This design comes from an exercise in tuning for small area on the open sky130 flow, not from production work. Function not checked in this run: the RTL went through the layout flow alone.

==> flow/flow/downsize.tcl <==
# Swap each logic cell for the smallest cell of the same function (the same
# name but for the drive-strength suffix). repair_design, which runs next in
# ORFS's resize step, then buffers or resizes whatever slew, capacitance or
# fanout needs. Flip-flops and clock cells are left as they are.
set dont_use {}
foreach p $::env(DONT_USE_CELLS) {
  foreach lc [get_lib_cells -quiet */$p] { lappend dont_use [get_name $lc] }
}
set swapped 0
set saved 0.0
foreach inst [get_cells *] {
  set ref [get_name [get_lib_cells -of_objects $inst]]
  if {![regexp {^(sky130_fd_sc_hd__[a-z0-9]+)_([0-9]+)$} $ref -> base drive]} { continue }
  if {[regexp {^sky130_fd_sc_hd__(df|sdf|edf|dl|clk|tap|fill|decap|conb|lpflow|probe)} $ref]} { continue }
  set best $ref
  set best_area [get_property [lindex [get_lib_cells */$ref] 0] area]
  foreach lc [get_lib_cells */${base}_*] {
    set name [get_name $lc]
    if {![regexp "^${base}_\[0-9\]+\$" $name]} { continue }
    if {[lsearch -exact $dont_use $name] >= 0} { continue }
    set a [get_property $lc area]
    if {$a < $best_area} { set best $name; set best_area $a }
  }
  if {$best ne $ref} {
    set saved [expr {$saved + [get_property [lindex [get_lib_cells */$ref] 0] area] - $best_area}]
    replace_cell [get_full_name $inst] $best
    incr swapped
  }
}
puts "downsize: swapped $swapped cells, [format %.1f $saved] um2 less"
==> flow/constraint.sdc <==
create_clock -name core_clock -period 10.0 [get_ports {clk}]
set_input_delay 2.0000 -clock core_clock [delete_from_list [all_inputs] [get_ports {clk}]]
set_output_delay 2.0000 -clock core_clock [all_outputs]
set_load 0.01 [all_outputs]
==> flow/flow/run.sh <==
#!/bin/bash
# Layout flow: the standard synthesis and layout, with these changes to
# how the layout is made:
#  - the buffers ABC inserted are removed at floorplan (REMOVE_ABC_BUFFERS),
#  - before placement repair, every logic cell is swapped for the smallest
#    cell of the same function (flow/downsize.tcl); repair_design then fixes
#    slew, capacitance and fanout as usual,
#  - the port buffers are the platform's smallest buffer (buf_1),
#  - clock tree synthesis uses clkbuf_8 and adds no dummy load cells.
# Each step's output goes to a log file of its own in this folder; ORFS also
# keeps its per-step logs under orfs/logs.
set -euo pipefail
KNOBS=(
	'REMOVE_ABC_BUFFERS=1'
	"PRE_RESIZE_TCL=$PWD/flow/downsize.tcl"
	'BUFFER_PORTS_ARGS=-buffer_cell sky130_fd_sc_hd__buf_1'
	'CTS_ARGS=-sink_clustering_enable -repair_clock_nets -dont_use_dummy_load -buf_list sky130_fd_sc_hd__clkbuf_8'
)
bash standard.sh synth > synth.log 2>&1
bash standard.sh "${KNOBS[@]}" floorplan > floorplan.log 2>&1
bash standard.sh "${KNOBS[@]}" place > place.log 2>&1
bash standard.sh "${KNOBS[@]}" cts > cts.log 2>&1
bash standard.sh "${KNOBS[@]}" route > route.log 2>&1
bash standard.sh "${KNOBS[@]}" finish > finish.log 2>&1
==> flow/standard.sh <==
#!/bin/bash
# synth_recipe.tcl (not shown) runs the flow's synth.tcl, then flattens the netlist and writes it again
# the make line also repeats each setting of config.mk as NAME=value (left out here)
make -C /OpenROAD-flow-scripts/flow DESIGN_CONFIG=/design/flow/config.mk WORK_HOME=/design/flow/orfs CLKGATE_MAP_FILE= SYNTH_SCRIPT=/design/flow/synth_recipe.tcl "${@:-finish}"
==> flow/design.v <==
module Core (
	input              i_clk,
	input              i_rst,
	input        [2:0] i_ev,
	input        [1:0] i_phase,
	output             finish,
	output       [1:0] random_direction,
	output       [3:0] o_size,
	output             done,
	output       [2:0] state_to_VGA,
	output             astigmatism_result,
	output             color_test_result,
	output             start_to_send
);
localparam S_USER_ID = 4'b0000;
localparam S_AST     = 4'b0010;
localparam S_FINAL   = 4'b0101;
localparam S_START   = 4'b1000;
localparam S_O       = 4'b1001;
localparam S_OO      = 4'b1010;
localparam S_X       = 4'b1100;
localparam S_XX      = 4'b1110;
logic [3:0] st, st_w;
logic [1:0] dir_r, dir_w;
logic [3:0] size_r, size_w;
logic done_r, done_w, ast_r, ast_w, col_r, col_w;
wire rst  = (i_ev == 3'b101);
wire ans  = ~i_ev[2];
wire hit  = (i_ev[1:0] == dir_r);
wire yes  = (i_ev == 3'b110);
wire yn   = i_ev[2] & i_ev[1];
wire [3:0] size_inc = {size_r[3] ^ (&size_r[2:0]), size_r[2] ^ (&size_r[1:0]), size_r[1] ^ size_r[0], ~size_r[0]};
wire [3:0] size_dec = {size_r[3] ^ ~(|size_r[2:0]), size_r[2] ^ ~(|size_r[1:0]), size_r[1] ^ ~size_r[0], ~size_r[0]};
wire size_12 = size_r[3] & size_r[2];    
assign random_direction = dir_r;
assign o_size = size_r;
assign done = done_r;
assign astigmatism_result = ast_r;
assign color_test_result = col_r;
assign state_to_VGA = st[3] ? 3'b001 : st[2:0];
assign finish = (st == S_FINAL);
assign start_to_send = finish;
always_comb begin
	st_w = st;
	dir_w = dir_r;
	size_w = size_r;
	done_w = done_r;
	ast_w = ast_r;
	col_w = col_r;
	if (st[3]) begin
		if (st == S_START) begin
			size_w = 4'd0;
			done_w = 1'b0;
		end
		if (st == S_XX) begin
			done_w = 1'b1;
			if (rst) st_w = S_START;
			else if (yes) st_w = S_AST;
		end
		else if (rst) begin
			if (st == S_OO && size_12) done_w = 1'b1;
			st_w = S_START;
		end
		else if (st == S_OO && size_12) begin
			done_w = 1'b1;
			st_w = S_XX;
		end
		else if (ans) begin
			dir_w = i_phase;
			if (hit) begin
				if (st[0]) begin
					st_w = S_OO;
					size_w = size_inc;
				end
				else st_w = {st[3:2], 2'b01};
			end
			else begin
				st_w = st[2] ? S_XX : S_X;
				if (st[2] && (|size_r)) size_w = size_dec;
			end
		end
	end
	else begin
		case (st[2:0])
			3'd0: begin
				ast_w = 1'b0;
				col_w = 1'b0;
				if (yes) st_w = S_START;
			end
			3'd2: begin
				ast_w = yes;
				if (yn) st_w = 4'b0011;
			end
			3'd3: if (yn) st_w = 4'b0100;
			3'd4: begin
				col_w = yes;
				if (yn) st_w = S_FINAL;
			end
			default: if (rst) st_w = S_USER_ID;
		endcase
	end
end
always_ff @(posedge i_clk or negedge i_rst) begin
	if (!i_rst) begin
		st <= S_USER_ID;
		dir_r <= 2'b00;
		size_r <= 4'd0;
		done_r <= 1'b0;
		ast_r <= 1'b0;
		col_r <= 1'b0;
	end
	else begin
		st <= st_w;
		dir_r <= dir_w;
		size_r <= size_w;
		done_r <= done_w;
		ast_r <= ast_w;
		col_r <= col_w;
	end
end
endmodule
module Virtual_IR (
	input              i_clk,
	input              i_rst,
	input              i_1,
	input              i_2,
	input              i_3,
	input              i_4,
	input              i_5,
	input              i_6,
	input              i_7,
	input              i_8,
	input              i_9,
	input              i_0,
	input              i_A,
	input              i_B,
	input              i_reset_sw,
	input              i_finish,
	output logic [2:0] o_ev,
	output logic [3:0] o_ID1,
	output logic [3:0] o_ID2,
	output logic [3:0] o_ID3,
	output logic [3:0] o_ID4
);
localparam WAIT_YES = 2'd0;
localparam ANSWER   = 2'd1;
localparam HOLD     = 2'd2;
logic [1:0] ph;
logic [3:0] digit;
logic       any_digit, full, clr, ld1, ld2, ld3, ld4;
logic [2:0] ev_w;
logic [1:0] ph_w;
always_comb begin
	any_digit = i_1 | i_2 | i_3 | i_4 | i_5 | i_6 | i_7 | i_8 | i_9 | i_0;
	if (i_1) digit = 4'd1;
	else if (i_2) digit = 4'd2;
	else if (i_3) digit = 4'd3;
	else if (i_4) digit = 4'd4;
	else if (i_5) digit = 4'd5;
	else if (i_6) digit = 4'd6;
	else if (i_7) digit = 4'd7;
	else if (i_8) digit = 4'd8;
	else if (i_9) digit = 4'd9;
	else digit = 4'd10;
	full = |o_ID4;
	ld1 = 1'b0; ld2 = 1'b0; ld3 = 1'b0; ld4 = 1'b0;
	clr = 1'b0;
	ev_w = 3'b100;
	ph_w = ph;
	if (!full) begin
		ph_w = WAIT_YES;
		if (any_digit) begin
			ld1 = ~|o_ID1;
			ld2 = (|o_ID1) & ~|o_ID2;
			ld3 = (|o_ID2) & ~|o_ID3;
			ld4 = |o_ID3;
		end
		else if (i_reset_sw) begin
			clr = 1'b1;
			ev_w = 3'b101;
		end
	end
	else if (ph == WAIT_YES) begin
		if (i_A) begin
			ph_w = ANSWER;
			ev_w = 3'b110;
		end
		else if (i_reset_sw) begin
			clr = 1'b1;
			ev_w = 3'b101;
		end
	end
	else if (ph == ANSWER) begin
		if (!i_finish) begin
			ph_w = HOLD;
			if (i_2) ev_w = 3'b000;
			else if (i_8) ev_w = 3'b001;
			else if (i_4) ev_w = 3'b010;
			else if (i_6) ev_w = 3'b011;
			else if (i_A) ev_w = 3'b110;
			else if (i_B) ev_w = 3'b111;
			else begin
				ph_w = ANSWER;
				if (i_reset_sw) ev_w = 3'b101;
			end
		end
		else if (i_reset_sw) begin
			clr = 1'b1;
			ev_w = 3'b101;
		end
	end
	else begin
		ph_w = ANSWER;
	end
end
always_ff @(posedge i_clk or negedge i_rst) begin
	if (!i_rst) begin
		ph <= WAIT_YES;
		o_ev <= 3'b100;
		o_ID1 <= 4'd0;
		o_ID2 <= 4'd0;
		o_ID3 <= 4'd0;
		o_ID4 <= 4'd0;
	end
	else begin
		ph <= ph_w;
		o_ev <= ev_w;
		if (clr) begin
			o_ID1 <= 4'd0;
			o_ID2 <= 4'd0;
			o_ID3 <= 4'd0;
			o_ID4 <= 4'd0;
		end
		else begin
			if (ld1) o_ID1 <= digit;
			if (ld2) o_ID2 <= digit;
			if (ld3) o_ID3 <= digit;
			if (ld4) o_ID4 <= digit;
		end
	end
end
endmodule
module vga_time_generator (
	input              pixel_clk,
	input              i_rst,
	output             vga_hs,
	output             vga_vs,
	output             vga_blank,
	output logic [9:0] hx,
	output logic [9:0] vy
);
logic de_v;
function automatic [9:0] inc10(input [9:0] v);
	integer i;
	logic c;
	begin
		c = 1'b1;
		for (i = 0; i < 10; i = i + 1) begin
			inc10[i] = v[i] ^ c;
			c = c & v[i];
		end
	end
endfunction
wire h_end = hx[9] & hx[8] & (&hx[4:0]);             
wire h_sync = (hx == 10'd39);                        
wire v_end = vy[9] & vy[6] & vy[4] & vy[3];          
wire v_zero = (vy == 10'd555);                       
always_ff @(posedge pixel_clk or negedge i_rst) begin
	if (!i_rst) hx <= 10'd727;
	else if (h_end) hx <= 10'd0;
	else hx <= inc10(hx);
end
always_ff @(posedge pixel_clk or negedge i_rst) begin
	if (!i_rst) begin
		vy <= 10'd555;
		de_v <= 1'b0;
	end
	else if (h_sync) begin
		vy <= v_end ? 10'd76 : inc10(vy);
		if (v_end) de_v <= 1'b1;
		else if (v_zero) de_v <= 1'b0;
	end
end
function automatic logic ge10(input [9:0] v, input [9:0] c);
	integer i;
	begin
		ge10 = 1'b1;
		for (i = 0; i < 10; i = i + 1)
			ge10 = c[i] ? (v[i] & ge10) : (v[i] | ge10);
	end
endfunction
function automatic logic le10(input [9:0] v, input [9:0] c);
	integer i;
	begin
		le10 = 1'b1;
		for (i = 0; i < 10; i = i + 1)
			le10 = c[i] ? (!v[i] | le10) : (!v[i] & le10);
	end
endfunction
assign vga_hs = ~(ge10(hx, 10'd744) | le10(hx, 10'd39));
assign vga_vs = ~(vy[9] & vy[5] & vy[4] & ~vy[3] & vy[2] & vy[1]);    
assign vga_blank = de_v & ge10(hx, 10'd88) & le10(hx, 10'd727);
endmodule
module VGA_SHOW_E (
	input        i_clk,
	input        i_rst,
	input  [9:0] hx,
	input  [9:0] vy,
	input  [3:0] i_size,
	input  [1:0] i_direction,
	input        i_done,
	input  [2:0] i_state,
	input        astigmatism_or_not,
	input        color_test_result,
	input  [3:0] i_ID_0,
	input  [3:0] i_ID_1,
	input  [3:0] i_ID_2,
	input  [3:0] i_ID_3,
	output       o_e_chart_color
);
function automatic logic ge10(input [9:0] v, input [10:0] c);
	integer i;
	begin
		ge10 = 1'b1;
		for (i = 0; i < 10; i = i + 1)
			ge10 = c[i] ? (v[i] & ge10) : (v[i] | ge10);
		if (c[10]) ge10 = 1'b0;
	end
endfunction
function automatic logic le10(input [9:0] v, input [10:0] c);
	integer i;
	begin
		le10 = 1'b1;
		for (i = 0; i < 10; i = i + 1)
			le10 = c[i] ? (!v[i] | le10) : (!v[i] & le10);
		if (c[10]) le10 = 1'b1;
	end
endfunction
function automatic [9:0] radd(input [9:0] a, input [9:0] b, input cin);
	integer i;
	logic c;
	begin
		c = cin;
		for (i = 0; i < 10; i = i + 1) begin
			radd[i] = a[i] ^ b[i] ^ c;
			c = (a[i] & b[i]) | (a[i] & c) | (b[i] & c);
		end
	end
endfunction
function automatic logic ge11(input [9:0] v, input [11:0] c);
	integer i;
	begin
		ge11 = 1'b1;
		for (i = 0; i < 10; i = i + 1)
			ge11 = c[i] ? (v[i] & ge11) : (v[i] | ge11);
	end
endfunction
function automatic logic le11(input [9:0] v, input [11:0] c);
	integer i;
	begin
		le11 = 1'b1;
		for (i = 0; i < 10; i = i + 1)
			le11 = c[i] ? (!v[i] | le11) : (!v[i] & le11);
	end
endfunction
wire [9:0] dd = radd(hx, ~vy, 1'b1);
wire [9:0] ss = radd(hx, vy, 1'b0);
logic pix_r, pix_w;
assign o_e_chart_color = pix_r;
logic nz0, nz1, nz2, nz3, valid, sh0, sh1, sh2, sh3;
assign nz0 = |i_ID_0;
assign nz1 = |i_ID_1;
assign nz2 = |i_ID_2;
assign nz3 = |i_ID_3;
assign valid = !((!nz0 && (nz1 || nz2 || nz3)) || (!nz1 && (nz2 || nz3)) || (!nz2 && nz3));
assign sh0 = valid && nz0;
assign sh1 = valid && nz1;
assign sh2 = valid && nz2;
assign sh3 = valid && nz3;
logic in0, in1, in2, in3, xL, xC, xR;
assign in0 = (ge10(hx, (401) + 88) && le10(hx, (440) + 88));
assign in1 = (ge10(hx, (451) + 88) && le10(hx, (490) + 88));
assign in2 = (ge10(hx, (501) + 88) && le10(hx, (540) + 88));
assign in3 = (ge10(hx, (551) + 88) && le10(hx, (590) + 88));
assign xL  = (ge10(hx, (401) + 88) && le10(hx, (406) + 88)) || (ge10(hx, (451) + 88) && le10(hx, (456) + 88)) || (ge10(hx, (501) + 88) && le10(hx, (506) + 88)) || (ge10(hx, (551) + 88) && le10(hx, (556) + 88));
assign xC  = (ge10(hx, (418) + 88) && le10(hx, (423) + 88)) || (ge10(hx, (468) + 88) && le10(hx, (473) + 88)) || (ge10(hx, (518) + 88) && le10(hx, (523) + 88)) || (ge10(hx, (568) + 88) && le10(hx, (573) + 88));
assign xR  = (ge10(hx, (435) + 88) && le10(hx, (440) + 88)) || (ge10(hx, (485) + 88) && le10(hx, (490) + 88)) || (ge10(hx, (535) + 88) && le10(hx, (540) + 88)) || (ge10(hx, (585) + 88) && le10(hx, (590) + 88));
logic yT, yU1, yU2, yM, yL, yB, yUS;
assign yT  = (ge10(vy, (201) + 76) && le10(vy, (206) + 76));
assign yU1 = (ge10(vy, (207) + 76) && le10(vy, (220) + 76));
assign yU2 = (ge10(vy, (221) + 76) && le10(vy, (237) + 76));
assign yM  = (ge10(vy, (238) + 76) && le10(vy, (243) + 76));
assign yL  = (ge10(vy, (244) + 76) && le10(vy, (274) + 76));
assign yB  = (ge10(vy, (275) + 76) && le10(vy, (280) + 76));
assign yUS = (ge10(vy, (276) + 76) && le10(vy, (280) + 76));
logic [3:0] dsel;
logic dshow, dwhite, id_blk;
always_comb begin
	dsel = in0 ? i_ID_0 : in1 ? i_ID_1 : in2 ? i_ID_2 : i_ID_3;
	dshow = (in0 && sh0) || (in1 && sh1) || (in2 && sh2) || (in3 && sh3);
	case (dsel)
		4'd10: dwhite = (!xL && !xR) && (yU1 || yU2 || yM || yL);
		4'd1:  dwhite = !xC;
		4'd2:  dwhite = ((yU1 || yU2) && !xR) || (yL && !xL);
		4'd3:  dwhite = (yU1 || yU2 || yL) && !xR;
		4'd4:  dwhite = !(((yU2 || yM || yL || yB) && xC) || ((yT || yU1 || yU2 || yM) && xL) || yM);
		4'd5:  dwhite = ((yU1 || yU2) && !xL) || (yL && !xR);
		4'd6:  dwhite = ((yU1 || yU2) && !xL) || (yL && (!xL && !xR));
		4'd7:  dwhite = !yT && !xR;
		4'd8:  dwhite = (!xL && !xR) && (yU1 || yU2 || yL);
		4'd9:  dwhite = (yL && !xR) || ((yU1 || yU2) && (!xL && !xR));
		default: dwhite = 1'b1;
	endcase
	id_blk = (ge10(vy, (201) + 76) && le10(vy, (280) + 76)) && (in0 || in1 || in2 || in3) && (dshow ? !dwhite : yUS);
end
logic uid_blk;
always_comb begin
	uid_blk =
		((((ge10(hx, (51) + 88) && le10(hx, (56) + 88)) || (ge10(hx, (85) + 88) && le10(hx, (90) + 88))) && (ge10(vy, (201) + 76) && le10(vy, (274) + 76))) || ((ge10(vy, (274) + 76) && le10(vy, (280) + 76)) && (ge10(hx, (51) + 88) && le10(hx, (90) + 88)))) ||
		((ge10(hx, (101) + 88) && le10(hx, (140) + 88)) && (ge10(vy, (201) + 76) && le10(vy, (280) + 76)) && !((ge10(hx, (106) + 88) && (ge10(vy, (207) + 76) && le10(vy, (237) + 76))) || (le10(hx, (134) + 88) && (ge10(vy, (244) + 76) && le10(vy, (273) + 76))))) ||
		((ge10(hx, (151) + 88) && le10(hx, (190) + 88)) && (ge10(vy, (201) + 76) && le10(vy, (280) + 76)) && !(ge10(hx, (156) + 88) && ((ge10(vy, (207) + 76) && le10(vy, (237) + 76)) || (ge10(vy, (244) + 76) && le10(vy, (273) + 76))))) ||
		((ge10(hx, (201) + 88) && le10(hx, (206) + 88)) && (ge10(vy, (201) + 76) && le10(vy, (280) + 76))) ||
		((ge10(hx, (207) + 88) && le10(hx, (240) + 88)) && (ge10(vy, (201) + 76) && le10(vy, (243) + 76)) && !(le10(hx, (234) + 88) && (ge10(vy, (207) + 76) && le10(vy, (237) + 76)))) ||
		((ge10(hx, (207) + 88) && le10(hx, (240) + 88)) && (ge10(vy, (244) + 76) && le10(vy, (280) + 76)) && (ge11(dd, ((-43) + 12 + 1024) % 1024) && le11(dd, ((-35) + 12 + 1024) % 1024))) ||
		((ge10(hx, (261) + 88) && le10(hx, (300) + 88)) && ((ge10(vy, (201) + 76) && le10(vy, (207) + 76)) || (ge10(vy, (274) + 76) && le10(vy, (280) + 76)))) ||
		((ge10(hx, (277) + 88) && le10(hx, (283) + 88)) && (ge10(vy, (208) + 76) && le10(vy, (273) + 76))) ||
		((ge10(hx, (344) + 88) && le10(hx, (350) + 88)) && (ge10(vy, (201) + 76) && le10(vy, (280) + 76))) ||
		((ge10(vy, (237) + 76) && le10(vy, (280) + 76)) && (ge10(hx, (311) + 88) && le10(hx, (344) + 88)) && !((ge10(vy, (243) + 76) && le10(vy, (274) + 76)) && ge10(hx, (317) + 88))) ||
		((ge10(hx, (372) + 88) && le10(hx, (378) + 88)) && ((ge10(vy, (218) + 76) && le10(vy, (224) + 76)) || (ge10(vy, (256) + 76) && le10(vy, (262) + 76)))) ||
		id_blk;
end
logic rA, rB, rC, rD, rE;
assign rA = (ge10(vy, (141) + 76) && le10(vy, (146) + 76));
assign rB = (ge10(vy, (147) + 76) && le10(vy, (237) + 76));
assign rC = (ge10(vy, (238) + 76) && le10(vy, (243) + 76));
assign rD = (ge10(vy, (244) + 76) && le10(vy, (334) + 76));
assign rE = (ge10(vy, (335) + 76) && le10(vy, (340) + 76));
logic lfull, l0, l1, lone, rfull, r0, r1, dot;
assign lfull = (ge10(hx, (201) + 88) && le10(hx, (300) + 88));
assign l0 = (ge10(hx, (201) + 88) && le10(hx, (206) + 88));
assign l1 = (ge10(hx, (295) + 88) && le10(hx, (300) + 88));
assign lone = (ge10(hx, (245) + 88) && le10(hx, (250) + 88));
assign rfull = (ge10(hx, (341) + 88) && le10(hx, (440) + 88));
assign r0 = (ge10(hx, (341) + 88) && le10(hx, (346) + 88));
assign r1 = (ge10(hx, (435) + 88) && le10(hx, (440) + 88));
assign dot = (ge10(hx, (317) + 88) && le10(hx, (322) + 88)) && rE;
logic [6:0] seg;    
always_comb begin
	case (i_size)
		4'd0:  seg = 7'b0000000;    
		4'd1:  seg = 7'b1011101;
		4'd2:  seg = 7'b1101101;
		4'd3:  seg = 7'b0101110;
		4'd4:  seg = 7'b1101011;
		4'd5:  seg = 7'b1111011;
		4'd6:  seg = 7'b0100101;
		4'd7:  seg = 7'b1111111;
		4'd8:  seg = 7'b1101111;
		4'd9:  seg = 7'b1110111;
		4'd10: seg = 7'b1011101;
		4'd11: seg = 7'b1101011;
		default: seg = 7'b1110111;
	endcase
end
logic res_blk, left_blk, right_blk;
always_comb begin
	right_blk = (rfull && rA && seg[0]) || (r0 && rB && seg[1]) || (r1 && rB && seg[2]) ||
	            (rfull && rC && seg[3]) || (r0 && rD && seg[4]) || (r1 && rD && seg[5]) ||
	            (rfull && rE && seg[6]);
	if (i_size == 4'd12)
		left_blk = (lfull && (rA || rC || rE)) || (l1 && rB) || (l0 && rD);
	else if (i_size >= 4'd9)
		left_blk = lone && (rB || rD);
	else
		left_blk = lfull && (rA || rE || ((rB || rD) && (l0 || l1)));
	res_blk = right_blk || left_blk || dot || ((i_size == 4'd0) && (ge10(hx, (385) + 88) && le10(hx, (390) + 88)) && (rB || rD));
end
function automatic logic gev(input [6:0] v, input [6:0] c);    
	integer i;
	begin
		gev = 1'b1;
		for (i = 0; i < 7; i = i + 1)
			gev = (v[i] & !c[i]) | (v[i] & gev) | (!c[i] & gev);
	end
endfunction
function automatic [7:0] rsub(input [6:0] a, input [6:0] b);    
	integer i;
	logic c;
	begin
		c = 1'b1;
		for (i = 0; i < 7; i = i + 1) begin
			rsub[i] = a[i] ^ !b[i] ^ c;
			c = (a[i] & !b[i]) | (a[i] & c) | (!b[i] & c);
		end
		rsub[7] = c;
	end
endfunction
logic [6:0] w, b1, b2;
always_comb begin
	case (i_size)
		4'd0: begin w = 7'd120; b1 = 7'd24; b2 = 7'd49; end
		4'd1: begin w = 7'd60; b1 = 7'd12; b2 = 7'd25; end
		4'd2: begin w = 7'd40; b1 = 7'd8; b2 = 7'd17; end
		4'd3: begin w = 7'd30; b1 = 7'd6; b2 = 7'd13; end
		4'd4: begin w = 7'd24; b1 = 7'd5; b2 = 7'd11; end
		4'd5: begin w = 7'd20; b1 = 7'd4; b2 = 7'd9; end
		4'd6: begin w = 7'd17; b1 = 7'd3; b2 = 7'd8; end
		4'd7: begin w = 7'd15; b1 = 7'd3; b2 = 7'd7; end
		4'd8: begin w = 7'd13; b1 = 7'd3; b2 = 7'd6; end
		4'd9: begin w = 7'd12; b1 = 7'd2; b2 = 7'd6; end
		4'd10: begin w = 7'd10; b1 = 7'd2; b2 = 7'd5; end
		4'd11: begin w = 7'd8; b1 = 7'd2; b2 = 7'd4; end
		4'd12: begin w = 7'd6; b1 = 7'd1; b2 = 7'd3; end
		default: begin w = 7'bx; b1 = 7'bx; b2 = 7'bx; end
	endcase
end
logic [6:0] sa, eb, ma, mb, ee;
logic [7:0] ra, rb;
logic inbox, e_lit;
always_comb begin
	sa = i_direction[1] ? vy[6:0] : hx[6:0];
	eb = i_direction[1] ? hx[6:0] : vy[6:0];
	ra = rsub(w, sa);
	rb = rsub(w, eb);
	ma = ra[6:0];
	mb = rb[6:0];
	inbox = (hx[9:7] == 3'b001) && (vy[9:7] == 3'b010) && ra[7] && rb[7];
	ee = i_direction[0] ? eb : mb;
	e_lit = ((gev(sa, b1) && !gev(sa, b2)) || (gev(ma, b1) && !gev(ma, b2))) && gev(ee, b1);
end
logic ast_blk;
assign ast_blk =
	(((ge10(hx, (312) + 88) && le10(hx, (314) + 88)) || (ge10(hx, (318) + 88) && le10(hx, (320) + 88)) || (ge10(hx, (324) + 88) && le10(hx, (326) + 88))) && (ge10(vy, (282) + 76) || le10(vy, (198) + 76))) ||
	(((ge10(vy, (232) + 76) && le10(vy, (235) + 76)) || (ge10(vy, (239) + 76) && le10(vy, (242) + 76)) || (ge10(vy, (246) + 76) && le10(vy, (249) + 76))) && (ge10(hx, (355) + 88) || le10(hx, (285) + 88))) ||
	(ge11(dd, ((68) + 12 + 1024) % 1024) && le11(dd, ((72) + 12 + 1024) % 1024)) || (ge11(dd, ((78) + 12 + 1024) % 1024) && le11(dd, ((82) + 12 + 1024) % 1024)) || (ge11(dd, ((88) + 12 + 1024) % 1024) && le11(dd, ((92) + 12 + 1024) % 1024)) ||
	(ge11(ss, ((548) + 164) % 1024) && le11(ss, ((552) + 164) % 1024)) || (ge11(ss, ((558) + 164) % 1024) && le11(ss, ((562) + 164) % 1024)) || (ge11(ss, ((568) + 164) % 1024) && le11(ss, ((572) + 164) % 1024));
logic yn_sel, yn_blk;
always_comb begin
	yn_sel = i_state[2] ? color_test_result : astigmatism_or_not;
	if (!yn_sel)
		yn_blk = (ge10(hx, (280) + 88) && le10(hx, (360) + 88)) && (ge10(vy, (185) + 76) && le10(vy, (295) + 76)) &&
		         ((ge10(hx, (320) + 88) && le10(vy, (225) + 76) && (ge11(ss, ((538) + 164) % 1024) && le11(ss, ((548) + 164) % 1024))) ||
		          (le10(hx, (320) + 88) && le10(vy, (225) + 76) && (ge11(dd, ((88) + 12 + 1024) % 1024) && le11(dd, ((98) + 12 + 1024) % 1024))) ||
		          ((ge10(hx, (317) + 88) && le10(hx, (323) + 88)) && ge10(vy, (225) + 76)));
	else
		yn_blk = (ge10(hx, (265) + 88) && le10(hx, (375) + 88)) && (ge10(vy, (186) + 76) && le10(vy, (294) + 76)) &&
		         (le10(hx, (272) + 88) || ge10(hx, (368) + 88) || (ge11(dd, ((74) + 12 + 1024) % 1024) && le11(dd, ((86) + 12 + 1024) % 1024)));
end
always_comb begin
	case (i_state)
		3'd0: pix_w = !uid_blk;
		3'd1: pix_w = (i_size > 4'd12) ? 1'b0 : i_done ? !res_blk : (!inbox || e_lit);
		3'd2: pix_w = !ast_blk;
		3'd3: pix_w = !yn_blk;
		3'd5: pix_w = !yn_blk;
		default: pix_w = 1'b0;
	endcase
end
always_ff @(posedge i_clk or negedge i_rst) begin
	if (!i_rst) pix_r <= 1'b1;
	else pix_r <= pix_w;
end
endmodule
module vga_top (
	input        i_clk,
	input        i_rst,
	input  [3:0] i_size,
	input  [1:0] i_direction,
	input        i_done,
	input  [3:0] ID1,
	input  [3:0] ID2,
	input  [3:0] ID3,
	input  [3:0] ID4,
	input  [2:0] state_to_vga,
	input        astigmatism_or_not,
	input        color_test_result,
	output [1:0] phase,
	output       vga_h_sync,
	output       vga_v_sync,
	output       inDisplayArea,
	output [7:0] vga_R,
	output [7:0] vga_G,
	output [7:0] vga_B
);
	logic [9:0] hx, vy;
	logic pixel_show, pix_q;
	assign phase = {hx[1] ^ hx[0], ~hx[0]};
	vga_time_generator vga0 (
		.pixel_clk (i_clk),
		.i_rst     (i_rst),
		.vga_hs    (vga_h_sync),
		.vga_vs    (vga_v_sync),
		.vga_blank (inDisplayArea),
		.hx        (hx),
		.vy        (vy)
	);
	VGA_SHOW_E vga_show_0 (
		.i_clk              (i_clk),
		.i_rst              (i_rst),
		.hx                 (hx),
		.vy                 (vy),
		.i_size             (i_size),
		.i_direction        (i_direction),
		.i_done             (i_done),
		.i_state            (state_to_vga),
		.astigmatism_or_not (astigmatism_or_not),
		.color_test_result  (color_test_result),
		.i_ID_0             (ID1),
		.i_ID_1             (ID2),
		.i_ID_2             (ID3),
		.i_ID_3             (ID4),
		.o_e_chart_color    (pixel_show)
	);
	always_ff @(posedge i_clk or negedge i_rst) begin
		if (!i_rst) pix_q <= 1'b0;
		else pix_q <= pixel_show & inDisplayArea;
	end
	assign vga_R = {8{pix_q}};
	assign vga_G = {8{pix_q}};
	assign vga_B = {8{pix_q}};
endmodule
module vision_top (
	input        clk,
	input        rst_n,
	input        key_0,
	input        key_1,
	input        key_2,
	input        key_3,
	input        key_4,
	input        key_5,
	input        key_6,
	input        key_7,
	input        key_8,
	input        key_9,
	input        key_A,
	input        key_B,
	input        key_reset,
	output       vga_hs,
	output       vga_vs,
	output       vga_de,
	output [7:0] vga_R,
	output [7:0] vga_G,
	output [7:0] vga_B,
	output [3:0] id1,
	output [3:0] id2,
	output [3:0] id3,
	output [3:0] id4,
	output [3:0] vision_size,
	output       vision_done,
	output       astigmatism_result,
	output       color_test_result,
	output       result_ready
);
	logic [2:0] ir_ev;
	logic       core_finish;
	logic [1:0] core_direction;
	logic [2:0] core_state;
	logic [1:0] phase;
	Virtual_IR virtual_ir0 (
		.i_clk      (clk),
		.i_rst      (rst_n),
		.i_1        (key_1),
		.i_2        (key_2),
		.i_3        (key_3),
		.i_4        (key_4),
		.i_5        (key_5),
		.i_6        (key_6),
		.i_7        (key_7),
		.i_8        (key_8),
		.i_9        (key_9),
		.i_0        (key_0),
		.i_A        (key_A),
		.i_B        (key_B),
		.i_reset_sw (key_reset),
		.i_finish   (core_finish),
		.o_ev       (ir_ev),
		.o_ID1      (id1),
		.o_ID2      (id2),
		.o_ID3      (id3),
		.o_ID4      (id4)
	);
	Core core0 (
		.i_clk              (clk),
		.i_rst              (rst_n),
		.i_ev               (ir_ev),
		.i_phase            (phase),
		.finish             (core_finish),
		.random_direction   (core_direction),
		.o_size             (vision_size),
		.done               (vision_done),
		.state_to_VGA       (core_state),
		.astigmatism_result (astigmatism_result),
		.color_test_result  (color_test_result),
		.start_to_send      (result_ready)
	);
	vga_top vga0 (
		.i_clk              (clk),
		.i_rst              (rst_n),
		.i_size             (vision_size),
		.i_direction        (core_direction),
		.i_done             (vision_done),
		.ID1                (id1),
		.ID2                (id2),
		.ID3                (id3),
		.ID4                (id4),
		.state_to_vga       (core_state),
		.astigmatism_or_not (astigmatism_result),
		.color_test_result  (color_test_result),
		.phase              (phase),
		.vga_h_sync         (vga_hs),
		.vga_v_sync         (vga_vs),
		.inDisplayArea      (vga_de),
		.vga_R              (vga_R),
		.vga_G              (vga_G),
		.vga_B              (vga_B)
	);
endmodule
==> flow/config.mk <==
export PLATFORM = sky130hd
export DESIGN_NAME = vision_top
export DESIGN_NICKNAME = vision_top
export VERILOG_FILES = /design/flow/design.v
export SDC_FILE = /design/flow/constraint.sdc
export NUM_CORES = 4
export LEC_CHECK = 0
export CAP_MARGIN = 20
export CORE_MARGIN = 2
export CORE_UTILIZATION = 40
export PLACE_DENSITY = 0.6
export SLEW_MARGIN = 20
==> metrics.yaml <==
port_buffers: 65
ys.flop_type: "dfrtp_1"
die_w_um: 143.5
synth_simple_gate_area_share_pct: 26.70
synthCells: 1020
synth_top_family_by_area: "compound AO/OA/AOI/OAI gates"
error: "[ERROR STA-2204] get_property NULL is not an object."
syn-cell-area_um2: 7785
status: "stopped before the end"
initial_utilization_pct: 40.40
die_h_um: 143.5
yosys.area_share.xor_xnor_pct: 0.9000
synthAdderAreaFrac_pct: 14.46
ys_ff_latch: 57
ys_warn_count: 5
place_congestion: 1.042
avgSynthCellArea_um2: 7.632
synth_enable_flop_cells: 0
row_count: 51
synth-compound-area-share_pct: 28.00
yosysSeqAreaShare_pct: 18.55
synthDistinctLibCells: 87
synthMuxAreaShare_pct: 2.957
async_flop_share_pct: 100.0
failing_step: "placement repair (3_4_place_resized)"
ioPinCount: 66
[worst max path at each step]
stage,end,slack [ns],cells past startpoint
after floorplan,vga0.vga_show_0.pix_r,4.66,21
after global placement,vga0.vga_show_0.pix_r,4.40,21
[kinds of logic after synthesis]
group / count (synthesis)
flip-flops: 57
buffers and inverters: 146
multiplexers: 22
XOR/XNOR: 8
adder cells (fa/ha/maj): 74
AND/OR/NAND/NOR: 401
AO/OA/AOI/OAI: 312
[metrics by stage]
| stage | instance area [µm²] | hold slack, ns | worst slack (ns) |
|---|---|---|---|
| after global placement | 7986 | 0.4949 | 4.403 |
| after floorplan | 7372 | 0.4619 | 4.656 |
[power groups by stage]
stage / clock (mW) / sequential (mW) / combinational, mW
after global placement: 0 / 0.398 / 0.889
after floorplan: 0 / 0.386 / 0.668
[cells in the mapped netlist (all sizes together), types with 9 or more instances]
master | n | share of area [%]
a211oi | 11 | 1.1
a21o | 9 | 0.96
a21oi | 60 | 3.9
a22o | 19 | 2.1
a22oi | 10 | 0.96
a31oi | 16 | 1.3
and2 | 10 | 0.80
buf | 31 | 2.9
clkbuf | 50 | 2.4
dfrtp | 43 | 14
dfstp | 14 | 4.7
fa | 28 | 7.2
ha | 41 | 6.6
inv | 62 | 3.0
mux2i | 14 | 1.8
nand2 | 87 | 4.2
nand2b | 31 | 2.5
nand3 | 39 | 2.5
nand4 | 9 | 0.72
nor2 | 85 | 4.1
nor2b | 22 | 1.8
nor3 | 31 | 2.0
nor4 | 24 | 1.9
o2111ai | 10 | 1.1
o21ai | 72 | 4.6
o22ai | 11 | 0.88
o31ai | 15 | 1.4
or2 | 11 | 0.88
